From an optimization exercise on the open Yosys and OpenROAD flow, aimed at small area, a short achievable clock period and few clock cycles per item; shortcuts taken in it are not production practice.
Only simulation tests tie the RTL to the original design; equivalence was not proved.
No activity file was given, so power comes from the tool's default toggle rates.

==> flow/design.v <==
module full_adder
(
    input logic a, b, c_in,
    output logic g, p, sum, c_out
);
assign g = a & b;
assign p = a ^ b;
assign sum = p ^ c_in;
assign c_out = g | (p & c_in);
endmodule
module carrysave_adder#(parameter N=8)
(
    input logic[N-1:0] a, b, c,
    output logic[N-1:0] sum, carry
);
generate
    genvar i;
    for(i = 0; i < N; i++) begin: gen_adders
        full_adder full_adder
        (
            .a(a[i]),
            .b(b[i]),
            .c_in(c[i]),
            .sum(sum[i]),
            .c_out(carry[i])
        );
    end: gen_adders
endgenerate
endmodule
module lookaheadcarry_unit#(parameter N=4)
(
    input logic[N-1:0] g, p,
    input c_in,
    output logic[N-1:0] c_out,
    output logic GG, PG
);
logic[N:0] gen;
assign gen = {g, c_in};
assign PG = &p;
logic[N-1:0] prop_gens;
assign prop_gens[0] = g[N-1];
assign GG = |prop_gens;
generate
    genvar i;
    genvar j;
    for(i = 0; i < N; i++) begin: carries
        logic[i+1:0] prop_carry;
        assign prop_carry[0] = gen[i+1];
        for(j = 0; j < i+1; j++) begin: props
            assign prop_carry[j+1] = &p[i:j] & gen[j];
        end: props
        assign c_out[i] = |prop_carry;
    end: carries
    for(i = 0; i < N-1; i++) begin: group_gen
        assign prop_gens[i+1] = &p[N-1:i+1] & g[i];
    end: group_gen
endgenerate
endmodule
module carrylookahead_adder#(parameter N=4, LEVELS=2)
(
    input logic[N**LEVELS-1:0] a, b,
    input logic c_in,
    output logic[N**LEVELS-1:0] sum,
    output logic c_out
);
localparam size = N**LEVELS;
logic[size-1:0] g[LEVELS:0];
logic[size-1:0] p[LEVELS:0];
logic[size:0] carry[LEVELS:0];
assign c_out = carry[LEVELS-1][N];
generate
    genvar i;
    genvar j;
    for(i = 0; i < size; i++) begin: adders
        full_adder fa
        (
            .a(a[i]),
            .b(b[i]),
            .c_in(carry[0][i]),
            .g(g[0][i]),
            .p(p[0][i]),
            .sum(sum[i]),
            .c_out()
        );
    end: adders
    for(i = 0; i < LEVELS+1; i++) begin: carry_in
        assign carry[i][0] = c_in;
    end: carry_in
    for(i = 1; i < LEVELS+1; i++) begin: level
        for(j = 0; j < size / (N**i); j++) begin: lookahead
            lookaheadcarry_unit #(.N(N)) lcu
            (
                .g(g[i-1][j*N+N-1:j*N]),
                .p(p[i-1][j*N+N-1:j*N]),
                .c_in(carry[i][j]),
                .c_out(carry[i-1][j*N+N:j*N+1]),
                .GG(g[i][j]),
                .PG(p[i][j])
            );
        end: lookahead
    end: level
endgenerate
endmodule
module accumulator#(parameter N=16)
(
    input logic clock, reset,
    input logic[N-1:0] in,
    output logic[N-1:0] out
);
logic cla_carry[N:0];
assign cla_carry[0] = 0;
logic[N-1:0] u, v;
logic[N-1:0] u_reg;
logic[N:0] v_reg;
carrysave_adder #(.N(N)) csa
(
    .a(in),
    .b(u_reg),
    .c(v_reg[N-1:0]),
    .sum(u),
    .carry(v)
);
carrylookahead_adder #(.N(4), .LEVELS($clog2(N)/2 + $clog2(N)%2)) cla
(
    .a(u_reg),
    .b(v_reg),
    .c_in(0),
    .sum(out),
    .c_out()
);
always_ff @(posedge clock, posedge reset) begin
    if(reset) begin
        u_reg <= 0;
        v_reg <= 0;
    end
    else begin
        u_reg <= u;
        v_reg <= {v, 1'b0};
    end
end
endmodule
module accumulator_multiplier#(parameter N=32)
(
    input logic clock, reset,
    input logic[N-1:0] multiplicand, multiplier,
    output logic[N*2-1:0] out,
    output logic done
);
logic[$clog2(N+1)-1:0] count;
logic[N*2-1:0] to_add;
assign to_add = (count < N && multiplier[count[$clog2(N)-1:0]])? multiplicand << count : 0;
accumulator #(.N(N*2)) accumulator
(
    .clock(clock),
    .reset(reset),
    .in(to_add),
    .out(out)
);
always_ff @(posedge clock, posedge reset) begin
    if(reset) begin
        count <= 0;
        done <= 0;
    end
    else if(count != N) begin
        count <= count + 1;
        done <= 0;
    end
    else begin
        count <= count;
        done <= 1;
    end
end
endmodule
==> flow/run.sh <==
#!/bin/bash
# synth_recipe.tcl (not shown) runs the flow's synth.tcl, then flattens the netlist and writes it again
# the make line also repeats each setting of config.mk as NAME=value (left out here)
make -C /OpenROAD-flow-scripts/flow DESIGN_CONFIG=/design/flow/config.mk WORK_HOME=/design/flow/orfs CLKGATE_MAP_FILE= SYNTH_SCRIPT=/design/flow/synth_recipe.tcl finish
==> flow/config.mk <==
export PLATFORM = sky130hd
export DESIGN_NAME = accumulator_multiplier
export DESIGN_NICKNAME = accumulator_multiplier
export VERILOG_FILES = /design/flow/design.v
export SDC_FILE = /design/flow/constraint.sdc
export NUM_CORES = 4
export LEC_CHECK = 0
export CAP_MARGIN = 20
export CORE_MARGIN = 2
export CORE_UTILIZATION = 40
export SLEW_MARGIN = 20
==> flow/constraint.sdc <==
create_clock -name core_clock -period 6.0 [get_ports {clock}]
set_input_delay 1.2000 -clock core_clock [delete_from_list [all_inputs] [get_ports {clock}]]
set_output_delay 1.2000 -clock core_clock [all_outputs]
set_load 0.01 [all_outputs]
==> reports/metrics.cfg <==
[route]
viasPerCell = 5.26
firstDrtPassIters = 5
ant_nets = 0
routed-via-count = 7321
wl_per_cell_um = 16.4
first_iter_violations = 404
drc = 0
wirelength_um = 22800

[logic_synthesis]
syn-num-nets = 1189
ys_warn_count = 10
synth_seq_area_share_pct = 32.7
syn_area_um2 = 10300
synth_async_sr_flop_share_pct = 100
syn_avg_cell_area_um2 = 10.4
synth-main-ff-cell = dfrtp_1
synth-seq-cells = 134
synth_cell_types = 59
synth_enable_flop_cells = 0
synth_cells = 991

[place]
dpl.hpwl_um = 18400
placed_cell_area_um2 = 11400
portBuffers = 130
gp_congestion = 0.837

[cts]
ctsHoldBuffers = 0
clock_path_buffers = 2
post-cts-setup-buffer-count = 0
cts_tree = built
cts_buffers = 17
cts.clk_slew.worst_paths_ps = 60
cts_sinks = 134
post_cts_resized = 0
clock_latency_ps = 430
ctsRootBufferMaster = clkbuf_16
h-tree-depth = 4

[timing]
slew-limit-headroom_pct = 46.5
rsz0062_at_grt = false
drv_slew = 0
fin_skew_ps = 13.0
maxClockFrequency_mhz = 200
max_slew.worst_pin.slew_ps = 803
period_share_pct = 83.2
setup_viol = 0
period_minus_slack_ps = 4990
fin_tns_setup_ps = 0
hold_viol = 0

[worst_setup_path]
cp_data_required_time_ps = 4800
critPathCaptureType = primary output
cp_data_arrival_time_ps = 3790
path_class = flip-flop to primary output
crit_path_start_kind = flip-flop
worstPathMaxFanout = 6
reg2reg_depth = 9

[floorplan]
die_area_um2 = 27000
initial_core_util_pct = 40.8
core_area_um2 = 25200
fp.dieH_um = 164
die_w_um = 164
row_count = 58
pin_count = 131

[global_routing]
grt_max_degree = 74
antenna_found_initial = 0
gr-usage-all-layers_pct = 18.0
grt_pass1_wl_um = 37700
grt_pass1_vias = 7390
grt-ovfl-total = 0

[pwr]
p_leak_uw = 0.00523
ir_drop_mv = 0.188
powerDensity_nw_per_um2 = 311

[cells_and_area]
area_growth_pct = 16.6
design_area_um2 = 12000
mostFrequentLayoutCell = dfrtp_1
largest_register_ffs = 64
multi_input_area_um2 = 6150
nFillCells = 2328
num_antenna_cells = 0
seq_area_um2 = 3360
layout-drive-gt1-share_pct = 8.77
layout.cells.most_common_list = dfrtp_1 (131), clkdlybuf4s50_1 (130), nor2_1 (101)
nets = 1247

[outcome]
run_status = no timing/DRC/antenna violations

[worst_hold_path]
holdPathStages = 1
hold_path_class = flip-flop to flip-flop

[job]
cap_violations = 0

[area by class of cell]
class                           instances  area share (%)
Tap cell                              330            3.45
Inverter                               36            1.15
Clock inverter                         10           0.606
Timing Repair Buffer                  138            11.5
Multi-Input combinational cell        722            51.3
Sequential cell                       134            28.0
Clock buffer                           21            3.93
[final timing paths]
path / slack (ps) / from / to
worst max-delay path: 1010 / accumulator.v_reg[15] / out[63]
worst min-delay path: 500 / accumulator.u_reg[0] / accumulator.u_reg[0]
worst max register to register: 2590 / count[1] / accumulator.u_reg[32]
worst min register to register: 500 / accumulator.u_reg[0] / accumulator.u_reg[0]
max in group asynchronous: 3860 / reset / accumulator.v_reg[1]
min in group asynchronous: 1280 / reset / accumulator.u_reg[35]
[critical path, cell delays in order, from the launching register on]
cell and delay (ps):
dfrtp_1 400, ha_1 360, a21o_1 200, o21bai_1 160
o32ai_1 330, a21oi_2 140, a21oi_2 310, o21a_2 290
o211ai_1 200, a2111oi_0 400, nor3b_1 90, clkdlybuf4s50_1 480
[metrics by stage]
step                      hold slack, ps  setup slack (ps)  utilization, %  power [uW]  std cells
after detailed placement             495              1430            45.4        2800       1360
after CTS                            513               919            47.5        3780       1391
final                                501              1010            47.5        3730       1391
after global placement               499              1450            45.4        2770       1360
after floorplan                      467              1220               -        2380        991
after global routing                 531               655            47.5        4000       1391
[where the power goes]
| group | leakage (uW) | switching (uW) | total (uW) | internal [uW] |
|---|---|---|---|---|
| combinational | 0.00325 | 701 | 1480 | 778 |
| sequential | 0.00171 | 171 | 1290 | 1110 |
| clock | 0.000262 | 402 | 961 | 560 |
| total | 0.00523 | 1270 | 3730 | 2450 |
[cells by family after synthesis]
logic type                 share of synthesized area [%]
buffers and inverters                               7.48
muxes                                               9.87
and+or+nand+nor                                     12.3
AOI/OAI and AO/OA                                   12.0
adders and majority gates                           21.0
xor gates and xnor gates                            4.69
DFF                                                 32.7
[cell usage after synthesis, types with 17 or more instances]
cell type | instances | area share (%)
xor2_1 | 22 | 1.9
xnor2_1 | 33 | 2.8
nand3_1 | 17 | 0.83
dfrtp_1 | 134 | 33
nand2_1 | 88 | 3.2
o21ai_0 | 30 | 1.5
mux2i_1 | 27 | 2.6
ha_1 | 65 | 7.9
mux4_2 | 30 | 6.6
inv_1 | 33 | 1.2
buf_4 | 66 | 4.8
nor2_1 | 101 | 3.7
a21oi_1 | 59 | 2.9
fa_1 | 67 | 13
clkbuf_1 | 20 | 0.73
a211oi_1 | 17 | 1.2
[layer usage]
metal	vias up	wire (um)	GRT usage (%)
li1	3533	-	-
met1	3571	10700	26.2
met2	202	10400	27.3
met3	15	1460	3.74
met4	0	268	5.18
met5	-	0	0
Testbench counts, summed over its fixed seeds: cycles 84,000, items 2,400.

-- re-timing with driven ports --
The flow's constraints put no driver on any port. The routed layout listed below was extracted and timed again, unchanged, in two steps.
Step 1 (the two cells are an assumption about what drives the block):
set clk [get_ports {clock}]
set_driving_cell -lib_cell sky130_fd_sc_hd__clkbuf_16 $clk
set_driving_cell -lib_cell sky130_fd_sc_hd__buf_2 [delete_from_list [all_inputs] $clk]
Step 2 also shifts input and output timing later by t, the mid clock arrival at the registers, as if the neighbouring blocks saw the same clock.
Three values: no drivers, after step 1, after step 2; two values: the first two.
shift t [ns]: 0.472
setup slack, ns: 1.009 / 0.961 / 1.432
worst hold slack (ns): 0.501 / 0.501 / 0.501
clock arrival spread, ns: 0.013 / 0.013
cell pins on the clock port's net: 1
After both steps setup and hold are still met in this run. For this run, drivers alone change the setup slack by -0.048 ns; drivers and shift together by +0.423 ns.
